Source: an optimization exercise on an open RTL-to-GDS flow (aim: a short achievable clock period and few clock cycles). Production flows keep margins and buffers that such runs may drop.
The RTL was checked by simulation tests, not by an equivalence proof against the original design.
No activity file was given, so power comes from the tool's default toggle rates.

==> flow/design.v <==
module alu
(
  input                i_cin,
  input  [15:0]        i_op_a,
  input  [15:0]        i_op_b,
  output logic [15:0]  o_sum,
  output logic         o_z
);
  logic [16:0] s;
  assign s = {i_op_a, 1'b1} + {i_op_b, i_cin};
  assign o_sum = s[16:1];
  assign o_z = ((i_op_a ^ i_op_b) == {i_op_a[14:0] | i_op_b[14:0], i_cin});
endmodule
module regfile
(
  input clk,
  input reset,
  input i_write,
  input [2:0] i_addrw,
  input [15:0] i_data_in,
  output logic [7:0][15:0] o_regs
);
  always_ff @ (posedge clk, posedge reset) begin
    if (reset) o_regs <= '0;
    else if (i_write) o_regs[i_addrw] <= i_data_in;
  end
endmodule
module cpu
(
input clk,
input reset,
output [15:0] o_pc_addr,
output o_pc_rd,
input [15:0] i_pc_rddata,
input [15:0] i_ldst_rddata,
output [15:0] o_ldst_wrdata,
output [15:0] o_ldst_addr,
output o_ldst_rd,
output o_ldst_wr,
output [127:0] o_tb_regs
);
localparam int NB = 8;    
logic [7:0][15:0] rf;
logic [14:0] fa;          
logic [14:1] fa_hi;       
logic        fa0n;
assign fa = {fa_hi, ~fa0n};
logic [14:0] fa_o;        
logic [14:0] ras;         
logic        d_valid;
logic [14:0] d_pc, d_pc2;    
logic        d_pt;           
logic [14:0] d_ptgt;         
logic        x_valid;
logic        x_wait;      
logic        x_la, x_lb;  
logic [15:0] x_a, x_b;    
logic        x_sub;
logic [14:0] x_tgt;       
logic [14:0] x_pc, x_pc2;
logic        x_pt;
logic [14:0] x_ptgt;
logic        x_tok;       
logic        x_mov;       
logic        x_add;       
logic        x_mvhi, x_flags, x_ld, x_st;
logic        x_stx;       
logic        x_br, x_breg, x_jz, x_jn, x_jmp, x_call, x_ret;
logic        x_wr;
logic [2:0]  x_rd;
logic        w_wr, w_ld, w_call;
logic [2:0]  w_rd;
logic [15:0] w_res;
logic [14:0] w_pc2;
logic        p_rd, p_wr;
logic [15:0] p_addr, p_data;
logic        f_n, f_z;
logic [NB-1:0]       b_v, b_ret;
logic [NB-1:0][14:0] b_tag, b_tgt;
logic [2:0]          b_ptr;     
logic        u_v, u_ret;
logic [14:0] u_pc, u_tgt;
logic [NB-1:0] u2_we;
logic        u2_ret;
logic [14:0] u2_pc, u2_tgt;
logic [15:0] x_sum;
logic        x_z;
logic        x_go, x_take, x_mis;
logic [14:0] x_target, x_redir;
alu alu0 (.i_cin(x_sub), .i_op_a(x_a), .i_op_b(x_b), .o_sum(x_sum), .o_z(x_z));
assign x_go     = x_valid && !x_wait;
assign x_take   = x_br && (x_jmp || (x_jz && f_z) || (x_jn && f_n));
assign x_target = x_breg ? x_a[15:1] : x_tgt;
assign x_mis    = x_go && (x_take ? (!x_pt || (x_breg && !x_tok)) : x_pt);
assign x_redir  = x_take ? x_target : x_pc2;
assign o_ldst_addr   = p_addr;
assign o_ldst_wrdata = p_data;
assign o_ldst_rd     = p_rd;
assign o_ldst_wr     = p_wr;
logic [15:0] w_val;
assign w_val = w_ld ? i_ldst_rddata : (w_call ? {w_pc2, 1'b0} : w_res);
regfile rf0 (.clk(clk), .reset(reset), .i_write(w_wr), .i_addrw(w_rd),
             .i_data_in(w_val), .o_regs(rf));
assign o_tb_regs = rf;
assign o_pc_addr = {fa_o, 1'b0};
assign o_pc_rd   = 1'b1;
logic          b_hit;
logic [14:0]   b_pred;
always_comb begin
  b_hit = 1'b0;
  b_pred = 15'd0;
  for (int k = 0; k < NB; k++) begin
    if (b_v[k] && b_tag[k] == fa) begin
      b_hit = 1'b1;
      b_pred = b_pred | (b_ret[k] ? ras : b_tgt[k]);
    end
  end
end
logic [15:0] ir;
logic [3:0]  op;
logic        im;
logic [2:0]  rx, ry;
logic [14:0] tgt_imm;
logic        use_a, use_b;
logic        d_wr, d_sub, d_mvhi, d_call, d_ld, d_st;
logic        d_live, d_wait, d_redir, d_rj;
assign ir = i_pc_rddata;
assign op = ir[3:0];
assign im = ir[4];
assign rx = ir[7:5];
assign ry = ir[10:8];
assign d_mvhi = (op == 4'd6);
assign d_call = (op == 4'd12);
assign d_ld   = (op == 4'd4);
assign d_st   = (op == 4'd5);
assign d_sub  = (op == 4'd2) || (op == 4'd3);
assign tgt_imm = d_pc2 + {{4{ir[15]}}, ir[15:5]};
logic        xm, xl;
logic        hma, hmb, hca, hcb, hwa, hwb, la, lb;
logic [15:0] va, vb;
logic [15:0] ma;               
logic [15:0] cb;               
logic        kb;               
logic [15:0] na, nb;           
assign xm  = x_valid && x_wr && x_mov;
assign xl  = x_valid && x_wr && (x_ld || x_add);
assign hma = xm && (x_rd == rx);
assign hmb = xm && (x_rd == ry);
assign hca = x_valid && x_call && (rx == 3'd7);
assign hcb = x_valid && x_call && (ry == 3'd7);
assign la  = xl && (x_rd == rx);
assign lb  = xl && (x_rd == ry);
assign hwa = w_wr && (w_rd == rx);
assign hwb = w_wr && (w_rd == ry);
logic [15:0] rfa, rfb;
assign rfa = rf[rx];
assign rfb = rf[ry];
always_comb begin
  if (hma) va = x_a | x_b;
  else if (hca) va = {x_pc2, 1'b0};
  else if (hwa) va = w_val;
  else va = rfa;
  if (hmb) vb = x_a | x_b;
  else if (hcb) vb = {x_pc2, 1'b0};
  else if (hwb) vb = w_val;
  else vb = rfb;
end
assign ma = (op == 4'd0) ? 16'h0000 : (d_mvhi ? 16'h00ff : 16'hffff);
assign na = va & ma;
assign kb = im || d_call;
assign cb = d_call ? {d_pc2, 1'b0} : (d_mvhi ? {ir[15:8], 8'h00} : {{8{ir[15]}}, ir[15:8]});
assign nb = (kb ? cb : vb) ^ {16{d_sub}};
assign use_a = (op == 4'd1) || (op == 4'd2) || (op == 4'd3) || d_st || d_mvhi ||
               (op[3] && !im);
assign use_b = (!im && (op == 4'd0 || op == 4'd1 || op == 4'd2 || op == 4'd3)) ||
               d_ld || d_st;
assign d_wr  = (op == 4'd0) || (op == 4'd1) || (op == 4'd2) || d_ld ||
               d_mvhi || d_call;
logic st_now;
assign st_now = x_go && x_st && !x_stx;
assign d_live  = d_valid && !x_mis;
assign d_wait  = d_live && ((!d_st && ((use_a && la) || (use_b && lb))) || (d_ld && st_now));
logic d_stx;
assign d_stx   = d_live && d_st && !la && !lb && !st_now;
assign d_redir = d_live && !d_pt && im && ((op == 4'd8) || d_call);
logic n_eff, z_eff, d_cond, d_ctake, d_cr;
assign n_eff   = f_n;
assign z_eff   = f_z;
assign d_cond  = im && ((op == 4'd9) || (op == 4'd10));
assign d_ctake = (op == 4'd9) ? z_eff : n_eff;
logic d_cok, d_sp;
assign d_cok   = !(x_go && x_flags);
assign d_sp    = ir[15];
assign d_cr    = d_live && d_cond && (d_cok ? (d_ctake != d_pt) : (!d_pt && d_sp));
assign d_rj    = d_live && !d_pt && !im && ((op == 4'd8) || d_call) && !la;
logic        ovr;
logic [14:0] ovr_pc, fa_next;
always_comb begin
  ovr = x_mis || d_wait || d_redir || d_rj || d_cr;
  if (x_mis) ovr_pc = x_redir;
  else if (d_wait) ovr_pc = fa;
  else if (d_redir || (d_cond && !d_pt)) ovr_pc = tgt_imm;
  else if (d_cond) ovr_pc = d_pc2;
  else ovr_pc = va[15:1];
  if (ovr) fa_next = ovr_pc;
  else if (b_hit) fa_next = b_pred;
  else fa_next = fa + 15'd1;
end
logic [NB-1:0] u_hit;    
always_comb begin
  for (int k = 0; k < NB; k++) u_hit[k] = b_v[k] && (b_tag[k] == u_pc);
end
logic [15:0] wa, wb;
assign wa = x_la ? (x_mvhi ? {8'h00, w_val[7:0]} : w_val) : x_a;
assign wb = x_lb ? (w_val ^ {16{x_sub}}) : x_b;
always_ff @ (posedge clk, posedge reset) begin
  if (reset) begin
    fa_hi <= 14'd0;   
    fa0n <= 1'b0;
    fa_o <= 15'd1;
    ras <= 15'd0;
    d_valid <= 1'b0;
    d_pc <= 15'd0; d_pc2 <= 15'd0; d_pt <= 1'b0; d_ptgt <= 15'd0;
    x_valid <= 1'b0;
    x_wait <= 1'b0;
    x_la <= 1'b0; x_lb <= 1'b0;
    x_a <= 16'd0; x_b <= 16'd0; x_sub <= 1'b0;
    x_tgt <= 15'd0; x_pc <= 15'd0; x_pc2 <= 15'd0; x_pt <= 1'b0; x_ptgt <= 15'd0; x_tok <= 1'b0;
    x_mov <= 1'b0; x_add <= 1'b0; x_mvhi <= 1'b0; x_flags <= 1'b0; x_ld <= 1'b0; x_st <= 1'b0; x_stx <= 1'b0;
    x_br <= 1'b0; x_breg <= 1'b0; x_jz <= 1'b0; x_jn <= 1'b0; x_jmp <= 1'b0; x_call <= 1'b0;
    x_ret <= 1'b0;
    x_wr <= 1'b0; x_rd <= 3'd0;
    w_wr <= 1'b0; w_ld <= 1'b0; w_call <= 1'b0; w_rd <= 3'd0; w_res <= 16'd0; w_pc2 <= 15'd0;
    p_rd <= 1'b0; p_wr <= 1'b0; p_addr <= 16'd0; p_data <= 16'd0;
    f_n <= 1'b0; f_z <= 1'b0;
    b_v <= '0; b_ptr <= 3'd0;
    u_v <= 1'b0; u_ret <= 1'b0; u_pc <= 15'd0; u_tgt <= 15'd0;
    u2_we <= '0; u2_ret <= 1'b0; u2_pc <= 15'd0; u2_tgt <= 15'd0;
  end else begin
    fa_o    <= fa_next;
    if (!d_wait) begin
      fa_hi <= fa_next[14:1];
      fa0n  <= ~fa_next[0];
    end    
    d_valid <= !(x_mis || d_wait || d_redir || d_rj || d_cr);
    d_pc    <= fa;
    d_pc2   <= fa + 15'd1;
    d_pt    <= b_hit;
    d_ptgt  <= b_pred;
    if (d_valid && d_call) ras <= d_pc2;
    if (x_go && x_flags) begin
      f_n <= x_sum[15];
      f_z <= x_z;
    end
    u_v   <= x_go && x_take;
    u_ret <= x_ret;
    u_pc  <= x_pc;
    u_tgt <= x_target;
    for (int k = 0; k < NB; k++) u2_we[k] <= u_v && (u_hit[k] || (!(|u_hit) && b_ptr == k));
    u2_ret <= u_ret;
    u2_pc  <= u_pc;
    u2_tgt <= u_tgt;
    if (u_v && !(|u_hit)) b_ptr <= b_ptr + 1'b1;
    b_v <= b_v | u2_we;
    w_wr   <= x_go && x_wr;
    w_ld   <= x_ld;
    w_call <= x_call;
    w_rd   <= x_rd;
    w_res  <= x_sum;
    w_pc2  <= x_pc2;
    if (st_now) begin
      p_wr   <= 1'b1;
      p_rd   <= 1'b0;
      p_addr <= x_lb ? w_val : x_b;
      p_data <= x_la ? w_val : x_a;
    end else if (x_wait) begin
      p_wr   <= 1'b0;
      p_rd   <= x_ld;
      p_addr <= wb;
    end else if (d_stx) begin
      p_wr   <= 1'b1;
      p_rd   <= 1'b0;
      p_addr <= vb;
      p_data <= va;
    end else begin
      p_wr   <= 1'b0;
      p_rd   <= d_live && d_ld && !d_wait;
      p_addr <= vb;
    end
    if (x_wait) begin
      x_wait <= 1'b0;
      x_a    <= wa;
      x_b    <= wb;
      x_tok  <= (wa[15:1] == x_ptgt);
      x_la   <= 1'b0;
      x_lb   <= 1'b0;
    end else begin
      x_valid <= d_live;
      x_wait  <= d_wait;
      x_la    <= la && use_a;
      x_lb    <= lb && use_b;
      x_a     <= na;
      x_b     <= nb;
      x_sub   <= d_sub;
      x_tgt   <= tgt_imm;
      x_pc    <= d_pc;
      x_pc2   <= d_pc2;
      x_pt    <= d_cond ? (d_cok ? d_ctake : (d_pt || d_sp)) : (d_pt || d_redir || d_rj);
      x_ptgt  <= d_ptgt;
      x_tok   <= !d_pt || (va[15:1] == d_ptgt);
      x_mov   <= (op == 4'd0) || d_mvhi;
      x_add   <= (op == 4'd1) || (op == 4'd2);
      x_mvhi  <= d_mvhi;
      x_flags <= (op == 4'd1) || d_sub;
      x_ld    <= d_ld;
      x_st    <= d_st;
      x_stx   <= d_stx;
      x_br    <= op[3];
      x_breg  <= !im;
      x_jz    <= (op == 4'd9);
      x_jn    <= (op == 4'd10);
      x_jmp   <= (op == 4'd8) || d_call;
      x_call  <= d_call;
      x_ret   <= (op == 4'd8) && !im && (rx == 3'd7);
      x_wr    <= d_wr;
      x_rd    <= d_call ? 3'd7 : rx;
    end
  end
end
always_ff @ (posedge clk) begin
  for (int k = 0; k < NB; k++) begin
    if (u2_we[k]) begin
      b_tag[k] <= u2_pc;
      b_tgt[k] <= u2_tgt;
      b_ret[k] <= u2_ret;
    end
  end
end
endmodule
==> flow/run.sh <==
#!/bin/bash
# synth_recipe.tcl (not shown) runs the flow's synth.tcl, then flattens the netlist and writes it again
# the make line also repeats each setting of config.mk as NAME=value (left out here)
make -C /OpenROAD-flow-scripts/flow DESIGN_CONFIG=/design/flow/config.mk WORK_HOME=/design/flow/orfs CLKGATE_MAP_FILE= SYNTH_SCRIPT=/design/flow/synth_recipe.tcl finish
==> flow/config.mk <==
export PLATFORM = sky130hd
export DESIGN_NAME = cpu
export DESIGN_NICKNAME = cpu
export VERILOG_FILES = /design/flow/design.v
export SDC_FILE = /design/flow/constraint.sdc
export NUM_CORES = 4
export LEC_CHECK = 0
export CAP_MARGIN = 20
export CORE_MARGIN = 2
export CORE_UTILIZATION = 40
export PLACE_DENSITY = 0.6
export SETUP_SLACK_MARGIN = 3.5
export SLEW_MARGIN = 20
==> flow/constraint.sdc <==
create_clock -name core_clock -period 5.5 [get_ports {clk}]
set_input_delay 1.1000 -clock core_clock [delete_from_list [all_inputs] [get_ports {clk}]]
set_output_delay 1.1000 -clock core_clock [all_outputs]
set_load 0.01 [all_outputs]
==> results of run 1 <==
## flip-flops by register name (all words and copies together), names as in the netlist, 15 cells and up
name	cells
rf0.o_regs	128
x_pc2	15
x_pc	15
p_addr	16
b_tgt	120
x_a	16
ras	15
fa_o	15
x_ptgt	15
u_tgt	15
d_ptgt	15
d_pc	15
u_pc	15
u2_tgt	15
w_res	16
u2_pc	15
b_tag	120
p_data	16
x_b	16
w_pc2	15
d_pc2	15
x_tgt	15
## what timing repair did
item,in CTS,in global routing
pin swaps,204,230
hold buffers,0,0
gates resized for setup,1532,478
endpoints found under the setup margin,842,583
endpoints found under the hold margin,0,0
buffers inserted,432,129
gates cloned,27,9
## cell type report
| class | instances | area [um2] | area share, % |
|---|---|---|---|
| multi-input cells | 2159 | 20270 | 37.83 |
| flip-flops and latches | 740 | 19910 | 37.17 |
| repair buffers | 878 | 8700 | 16.24 |
| clock buffers | 109 | 2357 | 4.400 |
| well taps | 1186 | 1484 | 2.770 |
| clock inverters | 46 | 535.5 | 0.9996 |
| inverters | 67 | 307.8 | 0.5745 |
| repair inverters | 1 | 5.005 | 0.009342 |
| diodes | 2 | 5.005 | 0.009342 |
## how the worst max path moves through the flow
stage / start / to / slack [ps] / depth (start not counted)
2_1_floorplan: reset / b_ptr[0]$_DFFE_PP0P_ / -2270 / 1
3_3_place_gp: i_pc_rddata[3] / fa_hi[13]$_DFFE_PP0N_ / 900 / 10
3_5_place_dp: i_pc_rddata[3] / fa_o[13]$_DFF_PP0_ / 880 / 10
4_1_cts: i_pc_rddata[6] / x_tok$_DFF_PP0_ / 2630 / 9
5_1_grt: i_pc_rddata[7] / x_tok$_DFF_PP0_ / 2570 / 10
6_report: i_pc_rddata[7] / x_tok$_DFF_PP0_ / 2580 / 9
## per-layer routing
layer	vias to the layer above	GRT usage (%)	part of all wire [%]
li1	13050	-	-
met1	16026	40.54	37
met2	2038	50.34	46
met3	601	6.219	9.4
met4	2	19.63	8.1
met5	-	0	0.0082
## metrics by stage
step,hold slack (ps),cells,worst slack [ps]
4_1_cts,347.9,5048,2630
6_report,344.0,5188,2583
2_1_floorplan,331.2,3174,-2272
3_3_place_gp,332.5,4433,896.5
3_5_place_dp,334.7,4434,880.9
5_1_grt,347.7,5186,2568
## worst max-delay path, stage by stage
cell,delay (ps)
buf_8,140
xor2_4,160
or4_4,610
and2_4,280
a31oi_4,300
xnor2_2,120
nor4_4,360
nand4_1,150
o31ai_2,230
## power groups by stage
| stage | sequential (uW) | clock (uW) | combinational, uW |
|---|---|---|---|
| 2_1_floorplan | 8690 | 0 | 5150 |
| 3_3_place_gp | 10100 | 0 | 7830 |
| 3_5_place_dp | 10100 | 0 | 7880 |
| 4_1_cts | 9630 | 5910 | 10600 |
| 5_1_grt | 9790 | 6150 | 12900 |
| 6_report | 9760 | 5900 | 12300 |
## cells in the mapped netlist (all sizes together) (12+ instances only)
library cell | number | area share [%]
or2 | 13 | 0.22
ha | 56 | 1.9
xor2 | 48 | 1.2
a221oi | 27 | 0.64
and3 | 12 | 0.20
nand4 | 80 | 1.4
o21ai | 212 | 2.9
mux4 | 64 | 3.9
edfxtp | 248 | 20
a21oi | 113 | 1.5
nand2 | 370 | 3.8
nor4 | 22 | 0.39
o211ai | 17 | 0.35
buf | 79 | 1.2
a31oi | 15 | 0.35
mux2 | 174 | 5.3
a22oi | 17 | 0.35
nor3 | 23 | 0.31
a211oi | 24 | 0.49
nand3 | 54 | 0.73
a21boi | 14 | 0.28
mux2i | 159 | 4.3
a21o | 13 | 0.26
nand2b | 19 | 0.32
xnor2 | 307 | 7.3
clkbuf | 139 | 1.4
dfrtp | 491 | 33
inv | 65 | 0.66
o22ai | 41 | 0.69
nor2 | 116 | 1.2
## cell families (layout without fill, tap and decap cells)
group	Yosys count	count (layout)	synth area share (%)
other cells	2	4	0.02031
compound gates	584	584	9.977
fa+ha+maj	58	58	2.003
buf+inv	285	1101	3.255
flops	740	740	53.43
simple gates	753	763	9.345
xor+xnor	355	355	8.428
mux	397	397	13.54
==> run summary, run 1 <==
final WL=~160 mm; Final Core Density=between 50% and 60%; mean routed wirelength per cell=around 31 um; post-synthesis cell type count=85; Power Dens Cells=521.8 mW/mm2; status=no timing/DRC/antenna violations; Power Total=27950 uW; number of enable flip-flop cells after synthesis=~250; first-pass GRT wire length=between 200 and 250 mm; TNS Setup=0 ps; antenna violations before repair=3; DRT antenna net count=0; largest net degree at the start of global routing=106; Clk Latency, worst-skew pair=about 700 ps; P_sw=approximately 11000 uW; Synth Instances=about 3200; total number of vias=between 30000 and 40000; CTS tree=yes; worst r2r src=x_rd[1]$_DFFE_PP0N_; share of post-route cells with drive strength above 1=a little under half; R2R setup slack=around 2600 ps; setup violators final=0; fmax=0.3428 GHz; DP HPWL=approximately 92 mm; Crit. End Element=flip-flop; Gate power share=about 44%; Seq/Total Area, Yosys=53.43%; Ports=around 210; ys async rst share=about 66%; Die ar.=around 0.095 mm2; Initial Utilization=40.35%; Max-Cap Viols=0; routability cong.=between 0.9 and 1; syn nets=between 3000 and 4000; reg-to-reg critical path endpoint=x_tok$_DFF_PP0_; final period utilization=roughly 53%; Die Height=approximately 310 um; arrival time worst endpoint=about 3500 ps; CP Max Fanout=8; Worst-path clk slew=around 60 ps; Tmin final=2917 ps; Flop pwr share=around a third; Root Driver=clkbuf_16; worst setup path class=input port to flip-flop; drt first pass iters=5; leading cell type in the layout, fill and taps excluded=buf_4; Net Sw Frac=39.28%; Clock Path Buffers=3; Least-Margin Pin Slew=about 1000 ps; Syn Area/Cell=roughly 12 um2; Worst Hold Path EP=u2_tgt[4]$_DFF_PP0_; Die Wd=308.1 um; Area Overhead vs Synth=44.86%; RSZ-0062 raised after global routing=true; Num CTS Buffers=83; Hold Path Origin=u_tgt[4]$_DFF_PP0_; # port buffers=210; crit start category=input port; Final Max Slew Viols=0; clk sink count=740; Cell Area, Synth=between 0.03 and 0.04 mm2; fillcell total=between 7000 and 8000; Worst slew margin=roughly 33%; Yosys Warn Count=2; final instance area=between 0.05 and 0.06 mm2; DR vias/cell=6.114; Worst R2R Path Depth=8; HP Class=flip-flop to flip-flop; Hold Crit Depth=0; most frequent cells in the layout=427 x buf_4, 421 x dfrtp_1, 326 x nand2_1; Synth Flop Type=dfrtp_1; Hold Fails Final Rpt=0; total core area=0.09166 mm2; placed cell areas=0.04091 mm2; FP Rows=around 110; Yosys reg bits=740; worst endpoint required time=between 6000 and 7000 ps; Worst Clk Skew=between 60 and 70 ps; # H-tree levels=3; total grt overflow=0; internal power=16970 uW; vias in the first global route=about 30000; DRT iter0 DRCs=around 3600; DR DRC count=0; worst vdd ir=around 320 uV; Nets=between 4000 and 5000; clock share of power=approximately a fifth; GRT Total Usage=a little under a third; P_leak=0.02186 uW
Testbench counts, summed over its fixed seeds: cycles 117,173.
==> run 2, diff against run 1 <==
--- a/flow/design.v
+++ b/flow/design.v
@@ -42,10 +42,7 @@
 localparam int NB = 8;    
 logic [7:0][15:0] rf;
 logic [14:0] fa;          
-logic [14:1] fa_hi;       
-logic        fa0n;
-assign fa = {fa_hi, ~fa0n};
-logic [14:0] fa_o;        
+logic [14:0] fa_b;        
 logic [14:0] ras;         
 logic        d_valid;
 logic [14:0] d_pc, d_pc2;    
@@ -54,6 +51,7 @@
 logic        x_valid;
 logic        x_wait;      
 logic        x_la, x_lb;  
+logic        x_ia, x_ib;  
 logic [15:0] x_a, x_b;    
 logic        x_sub;
 logic [14:0] x_tgt;       
@@ -64,7 +62,6 @@
 logic        x_mov;       
 logic        x_add;       
 logic        x_mvhi, x_flags, x_ld, x_st;
-logic        x_stx;       
 logic        x_br, x_breg, x_jz, x_jn, x_jmp, x_call, x_ret;
 logic        x_wr;
 logic [2:0]  x_rd;
@@ -87,7 +84,13 @@
 logic        x_z;
 logic        x_go, x_take, x_mis;
 logic [14:0] x_target, x_redir;
-alu alu0 (.i_cin(x_sub), .i_op_a(x_a), .i_op_b(x_b), .o_sum(x_sum), .o_z(x_z));
+logic [15:0] x_aa, x_bb;
+assign x_aa = x_ia ? (x_mvhi ? {8'h00, i_ldst_rddata[7:0]} : i_ldst_rddata) : x_a;
+assign x_bb = x_ib ? (i_ldst_rddata ^ {16{x_sub}}) : x_b;
+alu alu0 (.i_cin(x_sub), .i_op_a(x_aa), .i_op_b(x_bb), .o_sum(x_sum), .o_z(x_z));
+logic [15:0] x_fsum;
+logic        x_fz;
+alu alu1 (.i_cin(x_sub), .i_op_a(x_a), .i_op_b(x_b), .o_sum(x_fsum), .o_z(x_fz));
 assign x_go     = x_valid && !x_wait;
 assign x_take   = x_br && (x_jmp || (x_jz && f_z) || (x_jn && f_n));
 assign x_target = x_breg ? x_a[15:1] : x_tgt;
@@ -102,7 +105,7 @@
 regfile rf0 (.clk(clk), .reset(reset), .i_write(w_wr), .i_addrw(w_rd),
              .i_data_in(w_val), .o_regs(rf));
 assign o_tb_regs = rf;
-assign o_pc_addr = {fa_o, 1'b0};
+assign o_pc_addr = {fa, 1'b0};
 assign o_pc_rd   = 1'b1;
 logic          b_hit;
 logic [14:0]   b_pred;
@@ -110,7 +113,7 @@
   b_hit = 1'b0;
   b_pred = 15'd0;
   for (int k = 0; k < NB; k++) begin
-    if (b_v[k] && b_tag[k] == fa) begin
+    if (b_v[k] && b_tag[k] == fa_b) begin
       b_hit = 1'b1;
       b_pred = b_pred | (b_ret[k] ? ras : b_tgt[k]);
     end
@@ -150,17 +153,21 @@
 assign hcb = x_valid && x_call && (ry == 3'd7);
 assign la  = xl && (x_rd == rx);
 assign lb  = xl && (x_rd == ry);
+logic d_alu, ia, ib;
+assign d_alu = (op == 4'd0) || (op == 4'd1) || (op == 4'd2) || (op == 4'd3) || d_mvhi;
+assign ia  = d_alu && x_valid && x_wr && x_ld && (x_rd == rx);
+assign ib  = d_alu && x_valid && x_wr && x_ld && (x_rd == ry);
 assign hwa = w_wr && (w_rd == rx);
 assign hwb = w_wr && (w_rd == ry);
 logic [15:0] rfa, rfb;
 assign rfa = rf[rx];
 assign rfb = rf[ry];
 always_comb begin
-  if (hma) va = x_a | x_b;
+  if (hma) va = x_aa | x_bb;
   else if (hca) va = {x_pc2, 1'b0};
   else if (hwa) va = w_val;
   else va = rfa;
-  if (hmb) vb = x_a | x_b;
+  if (hmb) vb = x_aa | x_bb;
   else if (hcb) vb = {x_pc2, 1'b0};
   else if (hwb) vb = w_val;
   else vb = rfb;
@@ -177,21 +184,18 @@
 assign d_wr  = (op == 4'd0) || (op == 4'd1) || (op == 4'd2) || d_ld ||
                d_mvhi || d_call;
 logic st_now;
-assign st_now = x_go && x_st && !x_stx;
+assign st_now = x_go && x_st;
 assign d_live  = d_valid && !x_mis;
-assign d_wait  = d_live && ((!d_st && ((use_a && la) || (use_b && lb))) || (d_ld && st_now));
-logic d_stx;
-assign d_stx   = d_live && d_st && !la && !lb && !st_now;
+assign d_wait  = d_live && ((!d_st && ((use_a && la && !ia) || (use_b && lb && !ib))) || (d_ld && st_now));
 assign d_redir = d_live && !d_pt && im && ((op == 4'd8) || d_call);
 logic n_eff, z_eff, d_cond, d_ctake, d_cr;
-assign n_eff   = f_n;
-assign z_eff   = f_z;
+assign n_eff   = (x_go && x_flags) ? x_fsum[15] : f_n;
+assign z_eff   = (x_go && x_flags) ? x_fz : f_z;
 assign d_cond  = im && ((op == 4'd9) || (op == 4'd10));
 assign d_ctake = (op == 4'd9) ? z_eff : n_eff;
-logic d_cok, d_sp;
-assign d_cok   = !(x_go && x_flags);
-assign d_sp    = ir[15];
-assign d_cr    = d_live && d_cond && (d_cok ? (d_ctake != d_pt) : (!d_pt && d_sp));
+logic d_cok;    
+assign d_cok   = !(x_go && x_flags && (x_ia || x_ib));
+assign d_cr    = d_live && d_cond && d_cok && (d_ctake != d_pt);
 assign d_rj    = d_live && !d_pt && !im && ((op == 4'd8) || d_call) && !la;
 logic        ovr;
 logic [14:0] ovr_pc, fa_next;
@@ -215,18 +219,17 @@
 assign wb = x_lb ? (w_val ^ {16{x_sub}}) : x_b;
 always_ff @ (posedge clk, posedge reset) begin
   if (reset) begin
-    fa_hi <= 14'd0;   
-    fa0n <= 1'b0;
-    fa_o <= 15'd1;
+    fa <= 15'd1;      
+    fa_b <= 15'd0;
     ras <= 15'd0;
     d_valid <= 1'b0;
     d_pc <= 15'd0; d_pc2 <= 15'd0; d_pt <= 1'b0; d_ptgt <= 15'd0;
     x_valid <= 1'b0;
     x_wait <= 1'b0;
-    x_la <= 1'b0; x_lb <= 1'b0;
+    x_la <= 1'b0; x_lb <= 1'b0; x_ia <= 1'b0; x_ib <= 1'b0;
     x_a <= 16'd0; x_b <= 16'd0; x_sub <= 1'b0;
     x_tgt <= 15'd0; x_pc <= 15'd0; x_pc2 <= 15'd0; x_pt <= 1'b0; x_ptgt <= 15'd0; x_tok <= 1'b0;
-    x_mov <= 1'b0; x_add <= 1'b0; x_mvhi <= 1'b0; x_flags <= 1'b0; x_ld <= 1'b0; x_st <= 1'b0; x_stx <= 1'b0;
+    x_mov <= 1'b0; x_add <= 1'b0; x_mvhi <= 1'b0; x_flags <= 1'b0; x_ld <= 1'b0; x_st <= 1'b0;
     x_br <= 1'b0; x_breg <= 1'b0; x_jz <= 1'b0; x_jn <= 1'b0; x_jmp <= 1'b0; x_call <= 1'b0;
     x_ret <= 1'b0;
     x_wr <= 1'b0; x_rd <= 3'd0;
@@ -237,11 +240,8 @@
     u_v <= 1'b0; u_ret <= 1'b0; u_pc <= 15'd0; u_tgt <= 15'd0;
     u2_we <= '0; u2_ret <= 1'b0; u2_pc <= 15'd0; u2_tgt <= 15'd0;
   end else begin
-    fa_o    <= fa_next;
-    if (!d_wait) begin
-      fa_hi <= fa_next[14:1];
-      fa0n  <= ~fa_next[0];
-    end    
+    fa      <= fa_next;
+    fa_b    <= fa_next;
     d_valid <= !(x_mis || d_wait || d_redir || d_rj || d_cr);
     d_pc    <= fa;
     d_pc2   <= fa + 15'd1;
@@ -277,11 +277,6 @@
       p_wr   <= 1'b0;
       p_rd   <= x_ld;
       p_addr <= wb;
-    end else if (d_stx) begin
-      p_wr   <= 1'b1;
-      p_rd   <= 1'b0;
-      p_addr <= vb;
-      p_data <= va;
     end else begin
       p_wr   <= 1'b0;
       p_rd   <= d_live && d_ld && !d_wait;
@@ -297,15 +292,17 @@
     end else begin
       x_valid <= d_live;
       x_wait  <= d_wait;
-      x_la    <= la && use_a;
-      x_lb    <= lb && use_b;
+      x_la    <= la && use_a && !ia;
+      x_lb    <= lb && use_b && !ib;
+      x_ia    <= ia && use_a;
+      x_ib    <= ib && use_b;
       x_a     <= na;
       x_b     <= nb;
       x_sub   <= d_sub;
       x_tgt   <= tgt_imm;
       x_pc    <= d_pc;
       x_pc2   <= d_pc2;
-      x_pt    <= d_cond ? (d_cok ? d_ctake : (d_pt || d_sp)) : (d_pt || d_redir || d_rj);
+      x_pt    <= (d_cond && d_cok) ? d_ctake : (d_pt || d_redir || d_rj);
       x_ptgt  <= d_ptgt;
       x_tok   <= !d_pt || (va[15:1] == d_ptgt);
       x_mov   <= (op == 4'd0) || d_mvhi;
@@ -314,7 +311,6 @@
       x_flags <= (op == 4'd1) || d_sub;
       x_ld    <= d_ld;
       x_st    <= d_st;
-      x_stx   <= d_stx;
       x_br    <= op[3];
       x_breg  <= !im;
       x_jz    <= (op == 4'd9);
==> run 2 against run 1 <==
Net effect:
- largest power group unchanged
- critical endpoint is now fa_b[12]$_DFFE_PP0P_
- final cell count increased by 3.1%
- routed wire length up 1.4%
- maximum frequency decreased by 7.6%
- core utilization fell by 1.9 points
- largest cell class unchanged
- hold slack better by 1.5 ps
- area after synthesis is 2.0% higher
- sequential share of layout area decreased by 0.11 points
- still clean
==> run summary, run 2 <==
status=no timing/DRC/antenna violations; Synth top area share=31.70% (-1.5 points); hold_ws=345.5 ps (+1.537 ps); Worst-path clk slew=60 ps (about the same); Hold Fails Final Rpt=0 (unchanged); vias in the first global route=31584 (+2.7%); Synth Instances=3341 (+5.3%); worst r2r src=x_a[15]$_DFF_PP0_; crit path launch=x_a[15]$_DFF_PP0_; Yosys reg bits=727 (-1.8%); arrival time worst endpoint=3690 ps (+210 ps); post-synthesis cell type count=81 (-4.7%); GRT Total Usage=31.85% (-0.049 points); CTS tree=yes; DRT iter0 DRCs=3713 (+2.0%); Seq/Total Area, Yosys=51.51% (-1.9 points); Root Driver=clkbuf_16; clk sink count=727 (-1.8%); Post-Place Worst Slack=1081 ps (+200.5 ps); TNS Setup=0 ps (unchanged); Clock Path Buffers=3 (unchanged); Clk Latency, worst-skew pair=680 ps (about the same); GRT met1 Usage=40.33% (-0.22 points); Area Overhead vs Synth=40.19%; fmax=0.3168 GHz (-7.6%); syn nets=3463 (+6.0%); Die Height=311.1 um (+0.99%); ys async rst share=65.89% (-0.60 points); Die Wd=311.1 um (+0.99%); first-pass GRT wire length=224.9 mm (+3.0%); Commonest cells post-synth=478 x dfrtp_1, 369 x nand2_1, 348 x xnor2_1; total core area=0.09347 mm2 (+2.0%); final period utilization=57.38% (+4.3 points); FP Rows=112 (+0.90%); most frequent cells in the layout=444 x buf_4, 403 x dfrtp_1, 322 x nand2_1; DR vias/cell=5.992 (-2.0%); setup ws final=2344 ps (-238.8 ps); Yosys Warn Count=2 (unchanged); DP HPWL=100.0 mm (+8.2%); Power Dens Cells=546.1 mW/mm2 (+4.7%); CP Max Fanout=8 (unchanged); RSZ-0062 raised after global routing=true; Biggest register=rf0.o_regs; max reg flops=128 (unchanged); Tmin final=3156 ps (+238.8 ps); Nets=4149 (+3.2%); final instance area=0.05289 mm2 (-1.3%); DR DRC count=0 (unchanged); Syn Area/Cell=11.29 um2 (-3.1%); final WL=160.6 mm (+1.4%); routability cong.=0.9647 (+1.1%); met3 Use GR=7.558% (+1.3 points); Initial Utilization=40.37% (about the same); crit start category=flip-flop; M2 GR Usage=49.21% (-1.1 points); largest net degree at the start of global routing=110 (+3.8%); top flop regs=rf0.o_regs (128), b_tag (120), b_tgt (120); DRT antenna net count=0 (unchanged); leading cell type in the layout, fill and taps excluded=buf_4; Synth Flop Type=dfrtp_1; HP Class=flip-flop to flip-flop; mean routed wirelength per cell=30.03 um (-1.6%); total number of vias=32037 (+1.0%); # port buffers=210 (unchanged); worst setup path class=flip-flop to flip-flop; Ports=213 (unchanged); Worst Clk Skew=44.95 ps (-15.13 ps); Final Max Slew Viols=0 (unchanged); antenna violations before repair=4 (+1); setup violators final=0 (unchanged); placed cell areas=0.04198 mm2 (+2.6%); busiest metal layer after global routing=met2; total grt overflow=0 (unchanged); Worst slew margin=29.67% (-3.3 points); share of post-route cells with drive strength above 1=43.06% (-4.8 points); Hold Path Origin=u_tgt[12]$_DFF_PP0_; Num CTS Buffers=80 (-3.6%); Least-Margin Pin Slew=1055 ps (+49.28 ps); Crit. End Element=flip-flop; post-synth top area cell=dfrtp_1; Cell Area, Synth=0.03773 mm2 (+2.0%); top cells by area, synth=dfrtp_1 32%, edfxtp_1 20%, xnor2_1 8.1%; worst vdd ir=359.2 uV (+13%); # H-tree levels=3 (unchanged); drt first pass iters=5 (unchanged); P_leak=0.02150 uW (-1.6%); number of enable flip-flop cells after synthesis=248 (unchanged); most frequent cell after synthesis=dfrtp_1; worst endpoint required time=6030 ps (-40 ps); Max-Cap Viols=0 (unchanged); Die ar.=0.09680 mm2 (+2.0%)
==> run 2: cell types whose count changed after synthesis, sizes merged, moves of 9 or more <==
cell    before  now
xnor2      307  348
ha          56   85
mux2       174  144
dfrtp      491  478
a21oi      113  124
o21ai      212  253
clkbuf     139  155
inv         65   86
o21a         6   18
a211oi      24   44
nand3       54   63
==> run 2: worst paths after layout <==
| check | to | slack [ps] | depth (start not counted) |
|---|---|---|---|
| hold reg to reg | u2_tgt[12]$_DFF_PP0_ | 350 | 0 |
| min in group asynchronous | x_pc2[2]$_DFFE_PP0N_ | 940 | 3 |
| setup / recovery | fa_b[12]$_DFFE_PP0P_ | 2340 | 9 |
| setup reg to reg | fa_b[12]$_DFFE_PP0P_ | 2340 | 9 |
| hold / removal | u2_tgt[12]$_DFF_PP0_ | 350 | 0 |
| max in group asynchronous | rf0.o_regs[119]$_DFFE_PP0P_ | 3740 | 5 |
==> run 2: cell families after synthesis <==
family | count (synthesis) | synth area share, %
fa+ha+maj | 88 | 2.978
buf+inv | 324 | 3.578
other cells | 2 | 0.01990
flops | 727 | 51.51
compound gates | 668 | 11.06
xor+xnor | 388 | 9.007
mux | 373 | 12.51
simple gates | 771 | 9.342
==> run 2: per-stage QoR <==
stage          utilization, %  total power (uW)  instances
4_1_cts                 53.92             27360       5216
3_5_place_dp            44.92             19510       4663
5_1_grt                 56.59             29810       5347
3_3_place_gp            44.90             19450       4662
2_1_floorplan               -             14740       3341
6_report                56.59             28880       5347
==> run 2: metal layers <==
metal / share of wire, % / wire, um
met1: 38 / 60500
met2: 45 / 71990
met3: 9.7 / 15640
met4: 7.7 / 12410
met5: 0.013 / 21
==> run 2: where the power goes <==
part           internal [uW]  switching [uW]
sequential              7430            2340
clock                   3190            2400
combinational           6460            7060
==> run 2: layout make-up <==
type | instances | area [um2]
Tap cell | 1254 | 1569
Fill cell | 7628 | 40580
Clock inverter | 34 | 400.4
Inverter | 87 | 342.8
Sequential cell | 727 | 19600
Multi-Input combinational cell | 2295 | 20780
Timing Repair inverter | 1 | 5.005
Clock buffer | 113 | 2310
Antenna cell | 1 | 2.502
Timing Repair Buffer | 835 | 7878
==> run 2: repair_timing <==
item,CTS,global route
resized for setup,1500,307
pin swaps,157,140
gates cloned,11,7
buffers inserted,395,123
endpoints found under the setup margin,481,619
hold buffers,0,0
==> run 2: worst max-delay path, cell delays in order (launching register included) <==
cell and delay, ps:
dfrtp_1 590, xnor2_2 520, xnor2_1 180, nand4_1 290, o21ai_2 260, o41ai_4 120, o211ai_1 160, or4b_4 570
buf_12 190, mux2i_1 120
Testbench counts of run 2, summed over its fixed seeds: cycles 114,623.
==> run 3, diff against run 2 <==
--- a/flow/design.v
+++ b/flow/design.v
@@ -88,9 +88,8 @@
 assign x_aa = x_ia ? (x_mvhi ? {8'h00, i_ldst_rddata[7:0]} : i_ldst_rddata) : x_a;
 assign x_bb = x_ib ? (i_ldst_rddata ^ {16{x_sub}}) : x_b;
 alu alu0 (.i_cin(x_sub), .i_op_a(x_aa), .i_op_b(x_bb), .o_sum(x_sum), .o_z(x_z));
-logic [15:0] x_fsum;
 logic        x_fz;
-alu alu1 (.i_cin(x_sub), .i_op_a(x_a), .i_op_b(x_b), .o_sum(x_fsum), .o_z(x_fz));
+assign x_fz = ((x_a ^ x_b) == {x_a[14:0] | x_b[14:0], x_sub});
 assign x_go     = x_valid && !x_wait;
 assign x_take   = x_br && (x_jmp || (x_jz && f_z) || (x_jn && f_n));
 assign x_target = x_breg ? x_a[15:1] : x_tgt;
@@ -189,13 +188,15 @@
 assign d_wait  = d_live && ((!d_st && ((use_a && la && !ia) || (use_b && lb && !ib))) || (d_ld && st_now));
 assign d_redir = d_live && !d_pt && im && ((op == 4'd8) || d_call);
 logic n_eff, z_eff, d_cond, d_ctake, d_cr;
-assign n_eff   = (x_go && x_flags) ? x_fsum[15] : f_n;
+assign n_eff   = f_n;
 assign z_eff   = (x_go && x_flags) ? x_fz : f_z;
 assign d_cond  = im && ((op == 4'd9) || (op == 4'd10));
 assign d_ctake = (op == 4'd9) ? z_eff : n_eff;
 logic d_cok;    
-assign d_cok   = !(x_go && x_flags && (x_ia || x_ib));
-assign d_cr    = d_live && d_cond && d_cok && (d_ctake != d_pt);
+assign d_cok   = !(x_go && x_flags && (x_ia || x_ib || (op == 4'd10)));
+logic d_sp;     
+assign d_sp    = ir[15];
+assign d_cr    = d_live && d_cond && (d_cok ? (d_ctake != d_pt) : (!d_pt && d_sp));
 assign d_rj    = d_live && !d_pt && !im && ((op == 4'd8) || d_call) && !la;
 logic        ovr;
 logic [14:0] ovr_pc, fa_next;
@@ -203,7 +204,7 @@
   ovr = x_mis || d_wait || d_redir || d_rj || d_cr;
   if (x_mis) ovr_pc = x_redir;
   else if (d_wait) ovr_pc = fa;
-  else if (d_redir || (d_cond && !d_pt)) ovr_pc = tgt_imm;
+  else if (d_redir || (d_cond && !d_pt)) ovr_pc = tgt_imm;   
   else if (d_cond) ovr_pc = d_pc2;
   else ovr_pc = va[15:1];
   if (ovr) fa_next = ovr_pc;
@@ -302,7 +303,7 @@
       x_tgt   <= tgt_imm;
       x_pc    <= d_pc;
       x_pc2   <= d_pc2;
-      x_pt    <= (d_cond && d_cok) ? d_ctake : (d_pt || d_redir || d_rj);
+      x_pt    <= d_cond ? (d_cok ? d_ctake : (d_pt || d_sp)) : (d_pt || d_redir || d_rj);
       x_ptgt  <= d_ptgt;
       x_tok   <= !d_pt || (va[15:1] == d_ptgt);
       x_mov   <= (op == 4'd0) || d_mvhi;
==> run 3 against run 2 <==
Net effect:
- count of clock-buffer cells in the layout rose by 7
- highest routed layer unchanged
- hold slack improved by 0.76 ps
- still clean on timing, DRC and antenna
- critical path depth rose by 3
- sequential share of layout area fell by 1.2 points
- largest power group unchanged
- critical endpoint is now f_n$_DFFE_PP0P_
==> run summary, run 3 <==
status=no timing/DRC/antenna violations; setup ws final=2473 ps (+129.2 ps); Cell Area, Synth=0.03780 mm2 (+0.20%); Final Max Slew Viols=0 (unchanged); Num CTS Buffers=79 (-1.3%); Die Wd=311.4 um (about the same); Least-Margin Pin Slew=1120 ps (+65.15 ps); top flop regs=rf0.o_regs (128), b_tag (120), b_tgt (120); placed cell areas=0.04199 mm2 (about the same); Root Driver=clkbuf_16; DP HPWL=96.36 mm (-3.6%); Power Total=29420 uW (+1.9%); first-pass GRT wire length=217.4 mm (-3.3%); setup violators final=0 (unchanged); GRT Total Usage=30.58% (-1.3 points); Final Core Density=58.52% (+1.9 points); CP peak stage delay=400 ps (-190 ps); Die ar.=0.09699 mm2 (+0.19%); P_sw=11680 uW (-1.0%); Synth top area share=31.64% (-0.062 points); internal power=17750 uW (+3.9%); Syn Area/Cell=11.66 um2 (+3.3%); Critical path buffers and inverters=4 (+3); syn nets=3349 (-3.3%); ys async rst share=65.89% (unchanged); Hold Fails Final Rpt=0 (unchanged); total number of vias=32204 (+0.52%); vias in the first global route=30790 (-2.5%); Worst slew margin=25.33% (-4.3 points); kind of cell adding the most delay to the critical path=compound AO/OA/AOI/OAI gates; arrival time worst endpoint=3550 ps (-140 ps); Worst Clk Skew=29.29 ps (-15.66 ps); Tmin final=3027 ps (-129.2 ps); CTS tree=yes; Biggest register=rf0.o_regs; most repeated library cell on the critical path=inv_1; DR DRC count=0 (unchanged); Net Sw Frac=39.68% (-1.2 points); largest net degree at the start of global routing=110 (unchanged); Synth Instances=3242 (-3.0%); final WL=157.9 mm (-1.7%); crit start category=flip-flop; clk sink count=727 (unchanged); fillcell total=7251 (-4.9%); Worst-path clk slew=60 ps (about the same); Crit. End Element=flip-flop; most frequent cells in the layout=495 x buf_4, 394 x dfrtp_1, 265 x xnor2_1; Commonest cells post-synth=478 x dfrtp_1, 348 x xnor2_1, 282 x nand2_1; Yosys Warn Count=2 (unchanged); P_leak=0.02256 uW (+4.9%); clock share of power=19.8% (+0.4 points); Flop pwr share=32.7% (-1.2 points); Gate power share=47.5% (+0.7 points); Post-Place Worst Slack=975.6 ps (-105.8 ps); Area Overhead vs Synth=44.70%; Nets=4135 (-0.34%); # port buffers=210 (unchanged); post-synth top area cell=dfrtp_1; Ports=213 (unchanged); FP Rows=112 (unchanged); worst endpoint required time=6030 ps (about the same); Clk Latency, worst-skew pair=660 ps (-20 ps); RSZ-0062 raised after global routing=true; routability cong.=0.9553 (-0.97%); # H-tree levels=3 (unchanged); DRT antenna net count=0 (unchanged); DR vias/cell=6.018 (+0.45%); leading cell type in the layout, fill and taps excluded=buf_4; Initial Utilization=40.44% (+0.079 points); number of enable flip-flop cells after synthesis=248 (unchanged); Worst path slowest cell=dfrtp_1; max reg flops=128 (unchanged); Clock Path Buffers=3 (unchanged); Synth Flop Type=dfrtp_1; worst setup path class=flip-flop to flip-flop; Die Height=311.4 um (about the same); post-synthesis cell type count=94 (+16%); final period utilization=55.04% (-2.3 points); mean routed wirelength per cell=29.51 um (-1.7%); top cells by area, synth=dfrtp_1 32%, edfxtp_1 20%, xnor2_1 8.1%; DRT iter0 DRCs=3693 (-0.54%); share of post-route cells with drive strength above 1=47.47% (+4.4 points); critical path, cell by cell=clkinvlp_4, buf_6, a21boi_2, inv_1, ha_4, a2111oi_4, inv_1, o21ba_4, a31o_4, a311oi_4, mux2i_1, nand3_1; Power Dens Cells=537.9 mW/mm2 (-1.5%); drt first pass iters=6 (+1); CP Max Fanout=7 (-1); total core area=0.09347 mm2 (unchanged); worst vdd ir=387.5 uV (+7.9%); fmax=0.3304 GHz (+4.3%); Seq/Total Area, Yosys=51.41% (-0.10 points); antenna violations before repair=6 (+2); Max-Cap Viols=0 (unchanged); Yosys reg bits=727 (unchanged); HP Class=flip-flop to flip-flop; most frequent cell after synthesis=dfrtp_1; Non-Filler Instances=5351 (+0.075%); total grt overflow=0 (unchanged); final instance area=0.05470 mm2 (+3.4%); placed insts=4559 (-2.2%)
[run 3: cell count changes after synthesis, moves of 9 or more]
cell and delta:
ha_1 -14, o21ai_0 -75, o21a_1 -9, clkbuf_1 -22
xor2_1 +9, mux2_2 +19, a22o_1 +54, inv_1 +17
nand2_1 -87, a21oi_1 -14, buf_2 +23, a211oi_1 -26
[run 3: worst paths after layout]
path                                          from             endpoint  slack (ps)  depth (start not counted)
min in group asynchronous                    reset     x_a[1]$_DFF_PP0_        1190                          4
worst min register to register  u_tgt[5]$_DFF_PP0_  u2_tgt[5]$_DFF_PP0_         350                          0
worst min-delay path            u_tgt[5]$_DFF_PP0_  u2_tgt[5]$_DFF_PP0_         350                          0
worst max register to register    x_ia$_DFFE_PP0N_      f_n$_DFFE_PP0P_        2470                         12
max in group asynchronous                    reset    u_pc[9]$_DFF_PP0_        3630                          4
worst max-delay path              x_ia$_DFFE_PP0N_      f_n$_DFFE_PP0P_        2470                         12
[run 3: metal layers]
layer | vias to the layer above | routed length (um) | GRT usage, %
met1 | 16188 | 59020 | 39.75
met2 | 2079 | 71160 | 47.22
met3 | 562 | 17190 | 7.114
met4 | 6 | 10510 | 16.93
li1 | 13369 | - | -
met5 | - | 33 | 0
[run 3: cell type report]
| class | instances | area [um2] | share of cell area (%) |
|---|---|---|---|
| multi-input combinational | 2179 | 21290 | 38.91 |
| sequential | 727 | 19610 | 35.84 |
| timing repair buffer | 936 | 8927 | 16.32 |
| clock buffer | 120 | 2407 | 4.401 |
| tap | 1254 | 1569 | 2.868 |
| clock inverter | 28 | 457.9 | 0.8372 |
| inverter | 103 | 422.9 | 0.7731 |
| timing repair inverter | 2 | 21.27 | 0.03888 |
| antenna | 2 | 5.005 | 0.009149 |
[run 3: per-stage QoR]
stage	setup TNS (ps)	hold slack, ps
final	0	346.3
after global routing	0	355.8
after CTS	0	344.7
after detailed placement	0	334.7
after global placement	0	333.0
after floorplan	-999270	331.2
[run 3: logic make-up after synthesis]
family,after synthesis,share of synthesized area (%)
buf+inv,343,3.945
flops,727,51.41
compound gates,625,11.11
other cells,2,0.01987
simple gates,674,8.542
mux,401,13.32
fa+ha+maj,73,2.456
xor+xnor,397,9.198
[run 3: power groups by stage]
| stage | registers, uW | logic (uW) | clock network (uW) |
|---|---|---|---|
| 2_1_floorplan | 8530 | 5930 | 0 |
| 3_3_place_gp | 9930 | 8930 | 0 |
| 3_5_place_dp | 9940 | 8980 | 0 |
| 4_1_cts | 9520 | 12100 | 5850 |
| 5_1_grt | 9660 | 14600 | 6080 |
| 6_report | 9620 | 14000 | 5820 |
[run 3: repair_timing]
action                     4_1_cts  5_1_grt
cloned                          18        4
hold buffers                     0        0
pin swaps                      212      194
resized for setup             1563      356
setup buffers                  444      176
setup endpoints to repair      656      469
Testbench counts of run 3, summed over its fixed seeds: cycles 116,963.

port drivers added, routing unchanged:
The flow's constraints put no driver on any port. The routed layouts listed below were extracted and timed again, unchanged, in two steps. Step 1, drivers: a clkbuf_16 drives clk and a buf_2 each remaining input, both assumed. Step 2 moves the port delays by t, midway between the first and last clock arrival at a register: inputs arrive t later, outputs are due t later. That takes back most of the time a late clock gives input paths. Three values: ideal ports, drivers, drivers and shift; two values: the first two.
run	shift t [ns]	setup WS [ns]	worst setup path at the end
run 1	0.732	2.583 / 2.612 / 1.879	input to register
run 2	0.729	2.344 / 2.344 / 1.728	input to register
run 3	0.718	2.473 / 2.473 / 1.845	input to register
After both steps setup and hold are still met in every run listed. For run 1, which loses most, drivers alone change the setup slack by +0.029 ns; drivers and shift together by -0.704 ns.
